This is an optimization exercise on Yosys and OpenROAD, whose aim is small area, a short achievable clock period and few clock cycles per item, not a production implementation. Function was checked by simulation only, so behaviour that the tests miss may differ from the original.

[flow/design.v]
module pe (
  input  logic        clk,
  input  logic [15:0] a,         
  input  logic [7:0]  one,       
  input  logic [7:0]  two,       
  input  logic [7:0]  neg,       
  input  logic        clr,       
  output logic [39:0] acc        
);
  logic [39:0] acc_row;
  assign acc_row = clr ? 40'd16384 : acc;
  logic [16:0] ax;
  assign ax = {a[15], a};
  logic [16:0] pp0;
  assign pp0 = ({17{one[0]}} & ax | {17{two[0]}} & {ax[15:0], 1'b0}) ^ {17{neg[0]}};
  logic [16:0] pp1;
  assign pp1 = ({17{one[1]}} & ax | {17{two[1]}} & {ax[15:0], 1'b0}) ^ {17{neg[1]}};
  logic [16:0] pp2;
  assign pp2 = ({17{one[2]}} & ax | {17{two[2]}} & {ax[15:0], 1'b0}) ^ {17{neg[2]}};
  logic [16:0] pp3;
  assign pp3 = ({17{one[3]}} & ax | {17{two[3]}} & {ax[15:0], 1'b0}) ^ {17{neg[3]}};
  logic [16:0] pp4;
  assign pp4 = ({17{one[4]}} & ax | {17{two[4]}} & {ax[15:0], 1'b0}) ^ {17{neg[4]}};
  logic [16:0] pp5;
  assign pp5 = ({17{one[5]}} & ax | {17{two[5]}} & {ax[15:0], 1'b0}) ^ {17{neg[5]}};
  logic [16:0] pp6;
  assign pp6 = ({17{one[6]}} & ax | {17{two[6]}} & {ax[15:0], 1'b0}) ^ {17{neg[6]}};
  logic [16:0] pp7;
  assign pp7 = ({17{one[7]}} & ax | {17{two[7]}} & {ax[15:0], 1'b0}) ^ {17{neg[7]}};
  logic hs0;
  logic hc0;
  logic hs1;
  logic hc1;
  logic hs2;
  logic hc2;
  logic hs3;
  logic hc3;
  logic hs4;
  logic hc4;
  logic hs5;
  logic hc5;
  logic hs6;
  logic hc6;
  logic fs0;
  logic fc0;
  logic hs7;
  logic hc7;
  logic fs1;
  logic fc1;
  logic hs8;
  logic hc8;
  logic fs2;
  logic fc2;
  logic fs3;
  logic fc3;
  logic hs9;
  logic hc9;
  logic fs4;
  logic fc4;
  logic fs5;
  logic fc5;
  logic hs10;
  logic hc10;
  logic fs6;
  logic fc6;
  logic fs7;
  logic fc7;
  logic fs8;
  logic fc8;
  logic fs9;
  logic fc9;
  logic fs10;
  logic fc10;
  logic fs11;
  logic fc11;
  logic fs12;
  logic fc12;
  logic fs13;
  logic fc13;
  logic fs14;
  logic fc14;
  logic fs15;
  logic fc15;
  logic fs16;
  logic fc16;
  logic fs17;
  logic fc17;
  logic fs18;
  logic fc18;
  logic fs19;
  logic fc19;
  logic fs20;
  logic fc20;
  logic fs21;
  logic fc21;
  logic fs22;
  logic fc22;
  logic fs23;
  logic fc23;
  logic fs24;
  logic fc24;
  logic fs25;
  logic fc25;
  logic fs26;
  logic fc26;
  logic hs11;
  logic hc11;
  logic fs27;
  logic fc27;
  logic hs12;
  logic hc12;
  logic hs13;
  logic hc13;
  logic hs14;
  logic hc14;
  logic fs28;
  logic fc28;
  logic hs15;
  logic hc15;
  logic fs29;
  logic fc29;
  logic hs16;
  logic hc16;
  logic fs30;
  logic fc30;
  logic fs31;
  logic fc31;
  logic fs32;
  logic fc32;
  logic fs33;
  logic fc33;
  logic fs34;
  logic fc34;
  logic fs35;
  logic fc35;
  logic fs36;
  logic fc36;
  logic fs37;
  logic fc37;
  logic fs38;
  logic fc38;
  logic fs39;
  logic fc39;
  logic fs40;
  logic fc40;
  logic fs41;
  logic fc41;
  logic fs42;
  logic fc42;
  logic fs43;
  logic fc43;
  logic fs44;
  logic fc44;
  logic fs45;
  logic fc45;
  logic fs46;
  logic fc46;
  logic fs47;
  logic fc47;
  logic fs48;
  logic fc48;
  logic fs49;
  logic fc49;
  logic fs50;
  logic fc50;
  logic fs51;
  logic fc51;
  logic fs52;
  logic fc52;
  logic fs53;
  logic fc53;
  logic fs54;
  logic fc54;
  logic fs55;
  logic fc55;
  logic fs56;
  logic fc56;
  logic fs57;
  logic fc57;
  logic fs58;
  logic fc58;
  logic fs59;
  logic fc59;
  logic fs60;
  logic fc60;
  logic fs61;
  logic fc61;
  logic fs62;
  logic fc62;
  logic fs63;
  logic fc63;
  logic fs64;
  logic fc64;
  logic hs17;
  logic hc17;
  logic fs65;
  logic fc65;
  logic hs18;
  logic hc18;
  logic hs19;
  logic hc19;
  logic hs20;
  logic hc20;
  logic fs66;
  logic fc66;
  logic fs67;
  logic fc67;
  logic fs68;
  logic fc68;
  logic fs69;
  logic fc69;
  logic fs70;
  logic fc70;
  logic fs71;
  logic fc71;
  logic fs72;
  logic fc72;
  logic fs73;
  logic fc73;
  logic fs74;
  logic fc74;
  logic fs75;
  logic fc75;
  logic fs76;
  logic fc76;
  logic fs77;
  logic fc77;
  logic fs78;
  logic fc78;
  logic fs79;
  logic fc79;
  logic fs80;
  logic fc80;
  logic fs81;
  logic fc81;
  logic fs82;
  logic fc82;
  logic fs83;
  logic fc83;
  logic fs84;
  logic fc84;
  logic fs85;
  logic fc85;
  logic fs86;
  logic fc86;
  logic fs87;
  logic fc87;
  logic fs88;
  logic fc88;
  logic fs89;
  logic fc89;
  logic fs90;
  logic fc90;
  logic hs21;
  logic hc21;
  logic hs22;
  logic hc22;
  logic hs23;
  logic hc23;
  logic fs91;
  logic fc91;
  logic fs92;
  logic fc92;
  logic fs93;
  logic fc93;
  logic fs94;
  logic fc94;
  logic fs95;
  logic fc95;
  logic fs96;
  logic fc96;
  logic fs97;
  logic fc97;
  logic fs98;
  logic fc98;
  logic fs99;
  logic fc99;
  logic fs100;
  logic fc100;
  logic fs101;
  logic fc101;
  logic fs102;
  logic fc102;
  logic fs103;
  logic fc103;
  logic fs104;
  logic fc104;
  logic fs105;
  logic fc105;
  logic fs106;
  logic fc106;
  logic fs107;
  logic fc107;
  logic fs108;
  logic fc108;
  logic fs109;
  logic fc109;
  logic fs110;
  logic fc110;
  logic fs111;
  logic fc111;
  logic fs112;
  logic fc112;
  logic fs113;
  logic fc113;
  logic fs114;
  logic fc114;
  logic fs115;
  logic fc115;
  logic fs116;
  logic fc116;
  logic fs117;
  logic fc117;
  logic fs118;
  logic fc118;
  logic fs119;
  logic fc119;
  logic hs24;
  logic hc24;
  logic hs25;
  logic hc25;
  logic hs26;
  logic hc26;
  logic hs27;
  logic hc27;
  logic hs28;
  logic hc28;
  logic hs29;
  logic hc29;
  logic hs30;
  logic hc30;
  logic hs31;
  logic hc31;
  logic hs32;
  logic hc32;
  assign hs0 = neg[7] ^ acc_row[14];
  assign hc0 = neg[7] & acc_row[14];
  assign hs1 = acc_row[15] ^ pp0[15];
  assign hc1 = acc_row[15] & pp0[15];
  assign hs2 = acc_row[16] ^ pp0[16];
  assign hc2 = acc_row[16] & pp0[16];
  assign hs3 = acc_row[17] ^ pp0[16];
  assign hc3 = acc_row[17] & pp0[16];
  assign hs4 = acc_row[18] ^ ~pp0[16];
  assign hc4 = acc_row[18] & ~pp0[16];
  assign hs5 = neg[4] ^ acc_row[8];
  assign hc5 = neg[4] & acc_row[8];
  assign hs6 = acc_row[9] ^ pp0[9];
  assign hc6 = acc_row[9] & pp0[9];
  fa u_fa0 (.x(neg[5]), .y(acc_row[10]), .z(pp0[10]), .s(fs0), .c(fc0));
  assign hs7 = pp1[8] ^ pp2[6];
  assign hc7 = pp1[8] & pp2[6];
  fa u_fa1 (.x(acc_row[11]), .y(pp0[11]), .z(pp1[9]), .s(fs1), .c(fc1));
  assign hs8 = pp2[7] ^ pp3[5];
  assign hc8 = pp2[7] & pp3[5];
  fa u_fa2 (.x(neg[6]), .y(acc_row[12]), .z(pp0[12]), .s(fs2), .c(fc2));
  fa u_fa3 (.x(pp1[10]), .y(pp2[8]), .z(pp3[6]), .s(fs3), .c(fc3));
  assign hs9 = pp4[4] ^ pp5[2];
  assign hc9 = pp4[4] & pp5[2];
  fa u_fa4 (.x(acc_row[13]), .y(pp0[13]), .z(pp1[11]), .s(fs4), .c(fc4));
  fa u_fa5 (.x(pp2[9]), .y(pp3[7]), .z(pp4[5]), .s(fs5), .c(fc5));
  assign hs10 = pp5[3] ^ pp6[1];
  assign hc10 = pp5[3] & pp6[1];
  fa u_fa6 (.x(pp0[14]), .y(pp1[12]), .z(pp2[10]), .s(fs6), .c(fc6));
  fa u_fa7 (.x(pp3[8]), .y(pp4[6]), .z(pp5[4]), .s(fs7), .c(fc7));
  fa u_fa8 (.x(pp6[2]), .y(pp7[0]), .z(hs0), .s(fs8), .c(fc8));
  fa u_fa9 (.x(pp1[13]), .y(pp2[11]), .z(pp3[9]), .s(fs9), .c(fc9));
  fa u_fa10 (.x(pp4[7]), .y(pp5[5]), .z(pp6[3]), .s(fs10), .c(fc10));
  fa u_fa11 (.x(pp7[1]), .y(hc0), .z(hs1), .s(fs11), .c(fc11));
  fa u_fa12 (.x(pp1[14]), .y(pp2[12]), .z(pp3[10]), .s(fs12), .c(fc12));
  fa u_fa13 (.x(pp4[8]), .y(pp5[6]), .z(pp6[4]), .s(fs13), .c(fc13));
  fa u_fa14 (.x(pp7[2]), .y(hc1), .z(hs2), .s(fs14), .c(fc14));
  fa u_fa15 (.x(pp1[15]), .y(pp2[13]), .z(pp3[11]), .s(fs15), .c(fc15));
  fa u_fa16 (.x(pp4[9]), .y(pp5[7]), .z(pp6[5]), .s(fs16), .c(fc16));
  fa u_fa17 (.x(pp7[3]), .y(hc2), .z(hs3), .s(fs17), .c(fc17));
  fa u_fa18 (.x(~pp1[16]), .y(pp2[14]), .z(pp3[12]), .s(fs18), .c(fc18));
  fa u_fa19 (.x(pp4[10]), .y(pp5[8]), .z(pp6[6]), .s(fs19), .c(fc19));
  fa u_fa20 (.x(pp7[4]), .y(hc3), .z(hs4), .s(fs20), .c(fc20));
  assign fs21 = 1'b1 ^ acc_row[19] ^ pp2[15];
  assign fc21 = (1'b1 & acc_row[19]) | (1'b1 & pp2[15]) | (acc_row[19] & pp2[15]);
  fa u_fa22 (.x(pp3[13]), .y(pp4[11]), .z(pp5[9]), .s(fs22), .c(fc22));
  fa u_fa23 (.x(pp6[7]), .y(pp7[5]), .z(hc4), .s(fs23), .c(fc23));
  fa u_fa24 (.x(acc_row[20]), .y(~pp2[16]), .z(pp3[14]), .s(fs24), .c(fc24));
  fa u_fa25 (.x(pp4[12]), .y(pp5[10]), .z(pp6[8]), .s(fs25), .c(fc25));
  assign fs26 = 1'b1 ^ acc_row[21] ^ pp3[15];
  assign fc26 = (1'b1 & acc_row[21]) | (1'b1 & pp3[15]) | (acc_row[21] & pp3[15]);
  assign hs11 = pp4[13] ^ pp5[11];
  assign hc11 = pp4[13] & pp5[11];
  fa u_fa27 (.x(acc_row[22]), .y(~pp3[16]), .z(pp4[14]), .s(fs27), .c(fc27));
  assign hs12 = 1'b1 ^ acc_row[23];
  assign hc12 = 1'b1 & acc_row[23];
  assign hs13 = neg[2] ^ acc_row[4];
  assign hc13 = neg[2] & acc_row[4];
  assign hs14 = acc_row[5] ^ pp0[5];
  assign hc14 = acc_row[5] & pp0[5];
  fa u_fa28 (.x(neg[3]), .y(acc_row[6]), .z(pp0[6]), .s(fs28), .c(fc28));
  assign hs15 = pp1[4] ^ pp2[2];
  assign hc15 = pp1[4] & pp2[2];
  fa u_fa29 (.x(acc_row[7]), .y(pp0[7]), .z(pp1[5]), .s(fs29), .c(fc29));
  assign hs16 = pp2[3] ^ pp3[1];
  assign hc16 = pp2[3] & pp3[1];
  fa u_fa30 (.x(pp0[8]), .y(pp1[6]), .z(pp2[4]), .s(fs30), .c(fc30));
  fa u_fa31 (.x(pp3[2]), .y(pp4[0]), .z(hs5), .s(fs31), .c(fc31));
  fa u_fa32 (.x(pp1[7]), .y(pp2[5]), .z(pp3[3]), .s(fs32), .c(fc32));
  fa u_fa33 (.x(pp4[1]), .y(hc5), .z(hs6), .s(fs33), .c(fc33));
  fa u_fa34 (.x(pp3[4]), .y(pp4[2]), .z(pp5[0]), .s(fs34), .c(fc34));
  fa u_fa35 (.x(hc6), .y(fs0), .z(hs7), .s(fs35), .c(fc35));
  fa u_fa36 (.x(pp4[3]), .y(pp5[1]), .z(fc0), .s(fs36), .c(fc36));
  fa u_fa37 (.x(hc7), .y(fs1), .z(hs8), .s(fs37), .c(fc37));
  fa u_fa38 (.x(pp6[0]), .y(fc1), .z(hc8), .s(fs38), .c(fc38));
  fa u_fa39 (.x(fs2), .y(fs3), .z(hs9), .s(fs39), .c(fc39));
  fa u_fa40 (.x(fc2), .y(fc3), .z(hc9), .s(fs40), .c(fc40));
  fa u_fa41 (.x(fs4), .y(fs5), .z(hs10), .s(fs41), .c(fc41));
  fa u_fa42 (.x(fc4), .y(fc5), .z(hc10), .s(fs42), .c(fc42));
  fa u_fa43 (.x(fs6), .y(fs7), .z(fs8), .s(fs43), .c(fc43));
  fa u_fa44 (.x(fc6), .y(fc7), .z(fs9), .s(fs44), .c(fc44));
  fa u_fa45 (.x(fs10), .y(fc8), .z(fs11), .s(fs45), .c(fc45));
  fa u_fa46 (.x(fc9), .y(fc10), .z(fs12), .s(fs46), .c(fc46));
  fa u_fa47 (.x(fs13), .y(fc11), .z(fs14), .s(fs47), .c(fc47));
  fa u_fa48 (.x(fc12), .y(fc13), .z(fs15), .s(fs48), .c(fc48));
  fa u_fa49 (.x(fs16), .y(fc14), .z(fs17), .s(fs49), .c(fc49));
  fa u_fa50 (.x(fc15), .y(fc16), .z(fs18), .s(fs50), .c(fc50));
  fa u_fa51 (.x(fs19), .y(fc17), .z(fs20), .s(fs51), .c(fc51));
  fa u_fa52 (.x(fc18), .y(fc19), .z(fs21), .s(fs52), .c(fc52));
  fa u_fa53 (.x(fs22), .y(fc20), .z(fs23), .s(fs53), .c(fc53));
  fa u_fa54 (.x(pp7[6]), .y(fc21), .z(fc22), .s(fs54), .c(fc54));
  fa u_fa55 (.x(fs24), .y(fs25), .z(fc23), .s(fs55), .c(fc55));
  fa u_fa56 (.x(pp6[9]), .y(pp7[7]), .z(fc24), .s(fs56), .c(fc56));
  fa u_fa57 (.x(fc25), .y(fs26), .z(hs11), .s(fs57), .c(fc57));
  fa u_fa58 (.x(pp5[12]), .y(pp6[10]), .z(pp7[8]), .s(fs58), .c(fc58));
  fa u_fa59 (.x(fc26), .y(hc11), .z(fs27), .s(fs59), .c(fc59));
  fa u_fa60 (.x(pp4[15]), .y(pp5[13]), .z(pp6[11]), .s(fs60), .c(fc60));
  fa u_fa61 (.x(pp7[9]), .y(hs12), .z(fc27), .s(fs61), .c(fc61));
  fa u_fa62 (.x(acc_row[24]), .y(~pp4[16]), .z(pp5[14]), .s(fs62), .c(fc62));
  fa u_fa63 (.x(pp6[12]), .y(pp7[10]), .z(hc12), .s(fs63), .c(fc63));
  assign fs64 = 1'b1 ^ acc_row[25] ^ pp5[15];
  assign fc64 = (1'b1 & acc_row[25]) | (1'b1 & pp5[15]) | (acc_row[25] & pp5[15]);
  assign hs17 = pp6[13] ^ pp7[11];
  assign hc17 = pp6[13] & pp7[11];
  fa u_fa65 (.x(acc_row[26]), .y(~pp5[16]), .z(pp6[14]), .s(fs65), .c(fc65));
  assign hs18 = 1'b1 ^ acc_row[27];
  assign hc18 = 1'b1 & acc_row[27];
  assign hs19 = neg[1] ^ acc_row[2];
  assign hc19 = neg[1] & acc_row[2];
  assign hs20 = acc_row[3] ^ pp0[3];
  assign hc20 = acc_row[3] & pp0[3];
  fa u_fa66 (.x(pp0[4]), .y(pp1[2]), .z(pp2[0]), .s(fs66), .c(fc66));
  fa u_fa67 (.x(pp1[3]), .y(pp2[1]), .z(hc13), .s(fs67), .c(fc67));
  fa u_fa68 (.x(pp3[0]), .y(hc14), .z(fs28), .s(fs68), .c(fc68));
  fa u_fa69 (.x(fc28), .y(hc15), .z(fs29), .s(fs69), .c(fc69));
  fa u_fa70 (.x(fc29), .y(hc16), .z(fs30), .s(fs70), .c(fc70));
  fa u_fa71 (.x(fc30), .y(fs32), .z(fc31), .s(fs71), .c(fc71));
  fa u_fa72 (.x(fc32), .y(fs34), .z(fc33), .s(fs72), .c(fc72));
  fa u_fa73 (.x(fc34), .y(fc35), .z(fs36), .s(fs73), .c(fc73));
  fa u_fa74 (.x(fc36), .y(fc37), .z(fs38), .s(fs74), .c(fc74));
  fa u_fa75 (.x(fc38), .y(fc39), .z(fs40), .s(fs75), .c(fc75));
  fa u_fa76 (.x(fc40), .y(fc41), .z(fs42), .s(fs76), .c(fc76));
  fa u_fa77 (.x(fc42), .y(fs44), .z(fc43), .s(fs77), .c(fc77));
  fa u_fa78 (.x(fc44), .y(fs46), .z(fc45), .s(fs78), .c(fc78));
  fa u_fa79 (.x(fc46), .y(fs48), .z(fc47), .s(fs79), .c(fc79));
  fa u_fa80 (.x(fc48), .y(fs50), .z(fc49), .s(fs80), .c(fc80));
  fa u_fa81 (.x(fc50), .y(fs52), .z(fs53), .s(fs81), .c(fc81));
  fa u_fa82 (.x(fc52), .y(fs54), .z(fs55), .s(fs82), .c(fc82));
  fa u_fa83 (.x(fc54), .y(fs56), .z(fs57), .s(fs83), .c(fc83));
  fa u_fa84 (.x(fs58), .y(fc56), .z(fc57), .s(fs84), .c(fc84));
  fa u_fa85 (.x(fc58), .y(fs60), .z(fc59), .s(fs85), .c(fc85));
  fa u_fa86 (.x(fc60), .y(fs62), .z(fs63), .s(fs86), .c(fc86));
  fa u_fa87 (.x(fc62), .y(fs64), .z(hs17), .s(fs87), .c(fc87));
  fa u_fa88 (.x(pp7[12]), .y(fc64), .z(hc17), .s(fs88), .c(fc88));
  fa u_fa89 (.x(pp6[15]), .y(pp7[13]), .z(hs18), .s(fs89), .c(fc89));
  fa u_fa90 (.x(acc_row[28]), .y(~pp6[16]), .z(pp7[14]), .s(fs90), .c(fc90));
  assign hs21 = 1'b1 ^ acc_row[29];
  assign hc21 = 1'b1 & acc_row[29];
  assign hs22 = neg[0] ^ acc_row[0];
  assign hc22 = neg[0] & acc_row[0];
  assign hs23 = acc_row[1] ^ pp0[1];
  assign hc23 = acc_row[1] & pp0[1];
  fa u_fa91 (.x(pp0[2]), .y(pp1[0]), .z(hs19), .s(fs91), .c(fc91));
  fa u_fa92 (.x(pp1[1]), .y(hc19), .z(hs20), .s(fs92), .c(fc92));
  fa u_fa93 (.x(hs13), .y(hc20), .z(fs66), .s(fs93), .c(fc93));
  fa u_fa94 (.x(fc66), .y(hs14), .z(fs67), .s(fs94), .c(fc94));
  fa u_fa95 (.x(hs15), .y(fc67), .z(fs68), .s(fs95), .c(fc95));
  fa u_fa96 (.x(hs16), .y(fc68), .z(fs69), .s(fs96), .c(fc96));
  fa u_fa97 (.x(fs31), .y(fc69), .z(fs70), .s(fs97), .c(fc97));
  fa u_fa98 (.x(fc70), .y(fs33), .z(fs71), .s(fs98), .c(fc98));
  fa u_fa99 (.x(fs35), .y(fc71), .z(fs72), .s(fs99), .c(fc99));
  fa u_fa100 (.x(fs37), .y(fc72), .z(fs73), .s(fs100), .c(fc100));
  fa u_fa101 (.x(fs39), .y(fc73), .z(fs74), .s(fs101), .c(fc101));
  fa u_fa102 (.x(fs41), .y(fc74), .z(fs75), .s(fs102), .c(fc102));
  fa u_fa103 (.x(fs43), .y(fc75), .z(fs76), .s(fs103), .c(fc103));
  fa u_fa104 (.x(fc76), .y(fs45), .z(fs77), .s(fs104), .c(fc104));
  fa u_fa105 (.x(fs47), .y(fc77), .z(fs78), .s(fs105), .c(fc105));
  fa u_fa106 (.x(fs49), .y(fc78), .z(fs79), .s(fs106), .c(fc106));
  fa u_fa107 (.x(fs51), .y(fc79), .z(fs80), .s(fs107), .c(fc107));
  fa u_fa108 (.x(fc51), .y(fc80), .z(fs81), .s(fs108), .c(fc108));
  fa u_fa109 (.x(fc53), .y(fc81), .z(fs82), .s(fs109), .c(fc109));
  fa u_fa110 (.x(fc55), .y(fs83), .z(fc82), .s(fs110), .c(fc110));
  fa u_fa111 (.x(fs59), .y(fs84), .z(fc83), .s(fs111), .c(fc111));
  fa u_fa112 (.x(fs61), .y(fc84), .z(fs85), .s(fs112), .c(fc112));
  fa u_fa113 (.x(fc61), .y(fs86), .z(fc85), .s(fs113), .c(fc113));
  fa u_fa114 (.x(fc63), .y(fs87), .z(fc86), .s(fs114), .c(fc114));
  fa u_fa115 (.x(fs65), .y(fc87), .z(fs88), .s(fs115), .c(fc115));
  fa u_fa116 (.x(fc65), .y(fs89), .z(fc88), .s(fs116), .c(fc116));
  fa u_fa117 (.x(hc18), .y(fs90), .z(fc89), .s(fs117), .c(fc117));
  fa u_fa118 (.x(pp7[15]), .y(hs21), .z(fc90), .s(fs118), .c(fc118));
  fa u_fa119 (.x(acc_row[30]), .y(~pp7[16]), .z(hc21), .s(fs119), .c(fc119));
  assign hs24 = 1'b1 ^ acc_row[31];
  assign hc24 = 1'b1 & acc_row[31];
  assign hs25 = 1'b1 ^ acc_row[32];
  assign hc25 = 1'b1 & acc_row[32];
  assign hs26 = 1'b1 ^ acc_row[33];
  assign hc26 = 1'b1 & acc_row[33];
  assign hs27 = 1'b1 ^ acc_row[34];
  assign hc27 = 1'b1 & acc_row[34];
  assign hs28 = 1'b1 ^ acc_row[35];
  assign hc28 = 1'b1 & acc_row[35];
  assign hs29 = 1'b1 ^ acc_row[36];
  assign hc29 = 1'b1 & acc_row[36];
  assign hs30 = 1'b1 ^ acc_row[37];
  assign hc30 = 1'b1 & acc_row[37];
  assign hs31 = 1'b1 ^ acc_row[38];
  assign hc31 = 1'b1 & acc_row[38];
  assign hs32 = 1'b1 ^ acc_row[39];
  assign hc32 = 1'b1 & acc_row[39];
  logic [39:0] s_d, c_d, s_q, c_q;
  assign s_d = {hs32, hs31, hs30, hs29, hs28, hs27, hs26, hs25, hs24, fs119, fs118, fs117, fs116, fs115, fs114, fs113, fs112, fs111, fs110, fs109, fs108, fs107, fs106, fs105, fs104, fs103, fs102, fs101, fs100, fs99, fs98, fs97, fs96, fs95, fs94, fs93, fs92, fs91, hs23, pp0[0]};
  assign c_d = {hc31, hc30, hc29, hc28, hc27, hc26, hc25, hc24, fc119, fc118, fc117, fc116, fc115, fc114, fc113, fc112, fc111, fc110, fc109, fc108, fc107, fc106, fc105, fc104, fc103, fc102, fc101, fc100, fc99, fc98, fc97, fc96, fc95, fc94, fc93, fc92, fc91, hc23, hc22, hs22};
  always_ff @(posedge clk) begin
    s_q <= s_d;
    c_q <= c_d;
    acc <= s_q + c_q;
  end
endmodule
module fa (
  input  logic x, y, z,
  output logic s, c
);
  assign s = x ^ y ^ z;
  assign c = (x & y) | (x & z) | (y & z);
endmodule
module array4x4 (
  input  logic        clk,
  input  logic [31:0] a_op,      
  input  logic [31:0] one,       
  input  logic [31:0] two,
  input  logic [31:0] neg,
  input  logic        clr,       
  output logic [127:0] y         
);
  genvar c, j;
  generate
    for (c = 0; c < 4; c++) begin : COL
      for (j = 0; j < 2; j++) begin : LANE
        logic [39:0] acc;
        pe u_pe (
          .clk (clk),
          .a   (a_op[16*j +: 16]),
          .one (one[8*c +: 8]), .two (two[8*c +: 8]), .neg (neg[8*c +: 8]),
          .clr (clr),
          .acc (acc)
        );
        always_comb begin
          if (acc[39:30] == 10'h000 || acc[39:30] == 10'h3ff)
            y[16*(2*c+j) +: 16] = acc[30:15];
          else
            y[16*(2*c+j) +: 16] = acc[39] ? 16'h8000 : 16'h7fff;
        end
      end
    end
  endgenerate
endmodule
module systolic_core (
  input  logic        clk,
  input  logic        rst_n,
  input  logic        in_valid,
  output logic        in_ready,
  input  logic        in_last,
  input  logic [63:0] in_a,       
  input  logic [63:0] in_b,       
  output logic        out_valid,
  input  logic        out_ready,
  output logic [15:0] out_data,
  output logic        out_last
);
  logic ph;             
  logic in_ready_q;
  logic fire;
  assign in_ready = in_ready_q;
  assign fire     = in_valid & in_ready_q;
  logic [15:0] a_hold [0:1];
  logic [31:0] a_op;
  logic [31:0] one_d, two_d, neg_d, one_op, two_op, neg_op;
  always_comb begin
    for (int c = 0; c < 4; c++) begin
      for (int i = 0; i < 8; i++) begin
        logic b0, b1, b2;
        b0 = (i == 0) ? 1'b0 : in_b[16*c + 2*i - 1];
        b1 = in_b[16*c + 2*i];
        b2 = in_b[16*c + 2*i + 1];
        one_d[8*c+i] = fire & (b1 ^ b0);
        two_d[8*c+i] = fire & ((b2 & ~b1 & ~b0) | (~b2 & b1 & b0));
        neg_d[8*c+i] = fire & b2;
      end
    end
  end
  always_ff @(posedge clk) begin
    a_hold[0] <= in_a[15:0];
    a_hold[1] <= in_a[31:16];
    if (!ph) begin
      a_op   <= in_a[63:32];           
      one_op <= one_d;
      two_op <= two_d;
      neg_op <= neg_d;
    end else begin
      a_op <= {a_hold[1], a_hold[0]};  
    end
  end
  localparam int NH = 4;
  logic fb, first_flag;
  logic l1, l2, l3;
  logic avail_a, avail_b, cap_a, cap_b, cap;
  logic [NH-1:0] full, full_n;
  logic [1:0] wp, wp_n, wp_n1, rh;
  logic pa, pb, two_tiles, ok, rdy_d;
  function automatic logic [1:0] inc(input logic [1:0] x);
    if (x == NH - 1) inc = 2'd0;
    else             inc = x + 2'd1;
  endfunction
  always_ff @(posedge clk or negedge rst_n) begin
    if (!rst_n) begin
      ph         <= 1'b0;
      in_ready_q <= 1'b0;
      fb         <= 1'b0;
      first_flag <= 1'b1;
      l1 <= 1'b0; l2 <= 1'b0; l3 <= 1'b0;
      avail_a <= 1'b0; avail_b <= 1'b0;
      wp <= 2'd0;
    end else begin
      ph         <= ~ph;
      in_ready_q <= rdy_d;
      if (!ph) begin
        fb <= fire & first_flag;
      end
      if (fire) first_flag <= in_last;
      l1 <= fire & in_last;
      l2 <= l1;
      l3 <= l2;
      avail_a <= (avail_a & ~cap_a) | l2;
      avail_b <= (avail_b & ~cap_b) | l3;
      if (cap) wp <= inc(wp);
    end
  end
  assign cap_a = avail_a & ph & ~full[wp];
  assign cap_b = avail_b & ~avail_a & ~ph & ~full[wp];
  assign cap   = cap_a | cap_b;
  always_comb begin
    full_n = full;
    if (cap_a) full_n[wp] = 1'b1;
    wp_n  = cap_a ? inc(wp) : wp;
    wp_n1 = inc(wp_n);
    pa        = (avail_a & ~cap_a) | l1;
    pb        = avail_b | l3 | l1 | pa;
    two_tiles = l1 & (avail_a | avail_b | l3);
    if (pa)      ok = ~full_n[wp_n] & ~full_n[wp_n1];
    else if (pb) ok = ~full_n[wp_n];
    else         ok = 1'b1;
    rdy_d = ph & (~first_flag | (ok & ~two_tiles));
  end
  logic [127:0] y;
  array4x4 u_array (
    .clk  (clk),
    .a_op (a_op),
    .one  (one_op),
    .two  (two_op),
    .neg  (neg_op),
    .clr  (fb),
    .y    (y)
  );
  logic [15:0] rbuf [0:NH-1][0:7];
  always_ff @(posedge clk) begin
    for (int h = 0; h < NH; h++) begin
      if (cap && wp == h) begin
        for (int c = 0; c < 4; c++) begin
          rbuf[h][3 - c] <= y[16*(2*c+1) +: 16];
          rbuf[h][4 + c] <= y[16*(2*c+0) +: 16];
        end
      end
    end
  end
  logic [2:0] re;
  logic       tp, have, take, rd, rd_end;
  assign have   = full[rh];
  assign take   = ~out_valid | out_ready;
  assign rd     = have & take;
  assign rd_end = rd & (re == 3'd7);
  always_ff @(posedge clk or negedge rst_n) begin
    if (!rst_n) begin
      rh        <= 2'd0;
      re        <= 3'd0;
      tp        <= 1'b0;
      out_valid <= 1'b0;
      out_last  <= 1'b0;
      full      <= '0;
    end else begin
      if (take) out_valid <= have;
      if (rd) begin
        re       <= re + 3'd1;
        out_last <= tp & (re == 3'd7);
      end
      if (rd_end) begin
        rh <= inc(rh);
        tp <= ~tp;
      end
      for (int h = 0; h < NH; h++)
        full[h] <= (full[h] & ~(rd_end && rh == h)) | (cap && wp == h);
    end
  end
  always_ff @(posedge clk) begin
    if (rd) out_data <= rbuf[rh][re];
  end
endmodule
[flow/config.mk]
export PLATFORM = sky130hd
export DESIGN_NAME = systolic_core
export DESIGN_NICKNAME = systolic_core
export VERILOG_FILES = /design/flow/design.v
export SDC_FILE = /design/flow/constraint.sdc
export NUM_CORES = 4
export LEC_CHECK = 0
export CAP_MARGIN = 20
export CORE_MARGIN = 2
export CORE_UTILIZATION = 40
export SLEW_MARGIN = 20
export SYNTH_HIERARCHICAL = 1
[flow/flow/run.sh]
#!/bin/bash
set -o pipefail
cp standard.sh standard_sh_copy.txt
SETUP_SLACK_MARGIN=${MARGIN:-7} bash standard.sh > standard.log 2>&1
[flow/standard.sh]
#!/bin/bash
# synth_recipe.tcl (not shown) runs the flow's synth.tcl, then flattens the netlist and writes it again
# the make line also repeats each setting of config.mk as NAME=value (left out here)
make -C /OpenROAD-flow-scripts/flow DESIGN_CONFIG=/design/flow/config.mk WORK_HOME=/design/flow/orfs CLKGATE_MAP_FILE= SYNTH_SCRIPT=/design/flow/synth_recipe.tcl "${@:-finish}"
[flow/constraint.sdc]
create_clock -name core_clock -period 10.0 [get_ports {clk}]
set_input_delay 2.0000 -clock core_clock [delete_from_list [all_inputs] [get_ports {clk}]]
set_output_delay 2.0000 -clock core_clock [all_outputs]
set_load 0.01 [all_outputs]
==> summary.txt <==
[placed cells by master, fill, tap and decap left out, types with 131 or more instances in the layout]
cell,instances
buf_6,141
clkbuf_16,216
edfxtp_1,624
a22oi_1,731
ha_1,461
a21oi_1,260
fa_2,474
fa_1,470
buf_12,153
dfxtp_1,992
inv_1,181
nand2_1,615
xor2_1,175
o21ai_0,173
clkdlybuf4s50_1,131
xnor2_1,1093
nor2_1,293
a22oi_2,292
buf_4,239
a21o_1,192
nand3_1,144
[modules after synthesis (local to each module, per instance)]
module | area, um2 | times used | flops+latches
array4x4 | 3370 | 1 | 0
fa | 20.0 | 936 | 0
systolic_core | 27500 | 1 | 711
pe | 7630 | 8 | 120
[metal layers]
metal	routed length, um	GRT usage [%]	vias up
li1	-	-	36003
met1	161000	36.7	43614
met2	187000	45.0	5707
met3	51900	9.39	1514
met4	34700	19.3	10
met5	64	0	-
[cell type report]
cell class	instances	share of cell area, %
multi-input combinational	7198	52.4
sequential	1671	29.0
timing repair buffer	911	9.78
clock buffer	251	3.92
tap	3705	3.36
clock inverter	103	0.944
inverter	204	0.563
antenna	9	0.0163
[cell families after synthesis]
logic type               after synthesis  synth area share (%)
AND/OR/NAND/NOR                     1770                  7.99
multiplexers                         132                  1.38
adder cells (fa/ha/maj)             1461                  22.9
AO/OA/AOI/OAI                       2423                  16.7
flip-flops                          1671                  36.0
XOR/XNOR                            1406                  11.1
buffers and inverters               1075                  3.95
[report_power, final]
group / switching (mW) / internal (mW)
clock: 3.08 / 4.54
combinational: 19.9 / 15.4
sequential: 1.42 / 10.7
[final timing paths]
kind                                                  endpoint  slack (ns)  cells after the start
max                                                out_data[0]        6.33                      1
min                                                         l3        0.38                      0
max reg2reg                u_array.COL[2].LANE[1].u_pe.s_q[15]        6.56                      9
min reg2reg                                                 l3        0.38                      0
max in group asynchronous                                   fb        8.15                      2
min in group asynchronous                            out_valid        1.49                      2
[state kept, by name, indices dropped and copies added, names as in the netlist, 2 cells and up]
signal	count
rh	2
u_array.COL.LANE.u_pe.s_q	320
u_array.COL.LANE.u_pe.acc	320
wp	2
neg_op	32
one_op	32
a_hold	32
rbuf	512
full	4
two_op	32
u_array.COL.LANE.u_pe.c_q	320
out_data	16
re	3
a_op	32
[repair_timing]
| item | 4_1_cts | 5_1_grt |
|---|---|---|
| setup endpoints to repair | 932 | 646 |
| pin swaps | 608 | 481 |
| gates cloned | 104 | 17 |
| setup buffers | 350 | 98 |
| gates resized for setup | 1261 | 490 |
==> results_dict.tcl <==
set metrics [dict create \
    grt_max_degree 70 \
    hold_violations 0 \
    clock_latency_ns 0.91 \
    drive_gt1_share_pct 25.3 \
    synth_most_common_cell "xnor2_1" \
    wire_per_inst_um 30.9 \
    die_area_mm2 0.281 \
    post-route-util_pct 50.0 \
    wl_mm 435 \
    critPathCaptureType "primary output" \
    cts_root_buffer "clkbuf_16" \
    worstMarginPinSlew_ns 1.32 \
    dpl_cell_area_mm2 0.116 \
    arrival_ns 1.67 \
    finalSetupViolCount 0 \
    fin_setup_tns_ns 0 \
    instances_no_fill 14052 \
    finalWorstSetupSlack_ns 6.33 \
    clk_pin_slew_ns 0.06 \
    seq_area_mm2 0.0400 \
    drv_cap 0 \
    synth_nets 11532 \
    grt.total_usage_pct 29.8 \
    drc_errors 0 \
    dp.cells 13119 \
    status "timing/DRC/antenna clean" \
    final_cell_area_mm2 0.138 \
    crit_type "reg -> out" \
    vias 86848 \
    place_hpwl_mm 240 \
    max-vdd-ir-drop_uv 232 \
    place_congestion 0.987 \
    synth_area_leaders "dfxtp_1 19%, fa_1 17%, edfxtp_1 17%" \
    holdWs_ns 0.382 \
    rows 193 \
    grt_pass1_vias 87802 \
    start_util_pct 40.1 \
    r2r-start "fb" \
    critPathMaxStageDelay_ns 0.54 \
    min_path_type "reg -> reg" \
    cts_tree "done" \
    worstPathCellList "buf_2" \
    multi_input_area_mm2 0.0723 \
    async_reset_ff_share_pct 1.38 \
    cp.required_ns 8.00 \
    cts-buffers-inserted 197 \
    synth.avg_cell_area_um2 11.1 \
    drtIter0Drc 10677 \
    synth_commonest_cells "1,221 x xnor2_1, 1,024 x dfxtp_1, 1,023 x a22oi_1" \
    synth_ff_type "dfxtp_1" \
    antenna_found_initial 26 \
    drv_slew 0 \
    fp.dieH_um 530 \
    vias_per_cell 6.18 \
    critPathTopFamily "flip-flops" \
    synthCells 9938 \
    nNetsFinal 11777 \
    fillCellCount 23852 \
    syn_area_mm2 0.111 \
    critPathLaunchType "flop" \
    synth_top_area_share_pct 18.5 \
    fmax_mhz 272 \
    drtAntennaViolNets 0 \
    fin_crit_ns 3.67 \
    clock_tree.buffer_depth 4 \
    ios 152 \
    p_leak_nw 51.8 \
    ys.warnings.count 11 \
    total_power_mw 55.0 \
    grt_overflow 0 \
    hp-start "l2" \
    synth_edf_count 624 \
    syn2layout_area_growth_pct 24.6 \
    netlist-cell-type-count 94 \
    holdBufCountCts 0 \
    post-place-ws_ns 5.77 \
    core_mm2 0.276 \
    worst_path_max_delay_cell "edfxtp_1" \
    min_period_over_period_pct 36.7 \
    die_w_um 530 \
    slew_headroom_pct 11.9 \
    yosysTopAreaCell "dfxtp_1" \
    htree_num_levels 4 \
    cellPowerDensity_mw_per_mm2 399 \
    ys_ff_latch 1671 \
    crit_buf_inv 1 \
    firstDrtPassIters 9 \
    path_max_fanout 1 \
    ys_seq_area_share_pct 36.0 \
    clock_skew_ns 0.0813 \
    cts.sinks 1671 \
    rsz0062_at_grt "yes" \
    grt_first_pass_wirelength_mm 614 \
    io_buffers 151 \
    worstSetupStartpoint "out_data[0]" \
]
Testbench counts, summed over its fixed seeds: cycles 10,288, tiles 512.

static timing again, ports no longer ideal:
The results above use ideal ports. As a check the final layout listed here was re-extracted and re-timed, cells and wires unchanged.
Step 1 (the two cells are an assumption about what drives the block):
set clk [get_ports {clk}]
set_driving_cell -lib_cell sky130_fd_sc_hd__clkbuf_16 $clk
set_driving_cell -lib_cell sky130_fd_sc_hd__buf_2 [delete_from_list [all_inputs] $clk]
Step 2 times the ports against the registers' clock, not the clock port: input delays grow and output delays shrink by t, the midpoint of the rising clock arrivals with the driver on.
Slacks: ideal ports / drivers / drivers and shift; pairs: ideal ports / drivers.
shift t [ns]: 0.980
setup WS [ns]: 6.328 / 6.221 / 6.067
worst setup path after step 2: input to register
latest minus earliest clock arrival (ns): 0.085 / 0.085
After both steps this run still meets setup and hold. For this run, drivers alone change the setup slack by -0.107 ns; drivers and shift together by -0.261 ns.
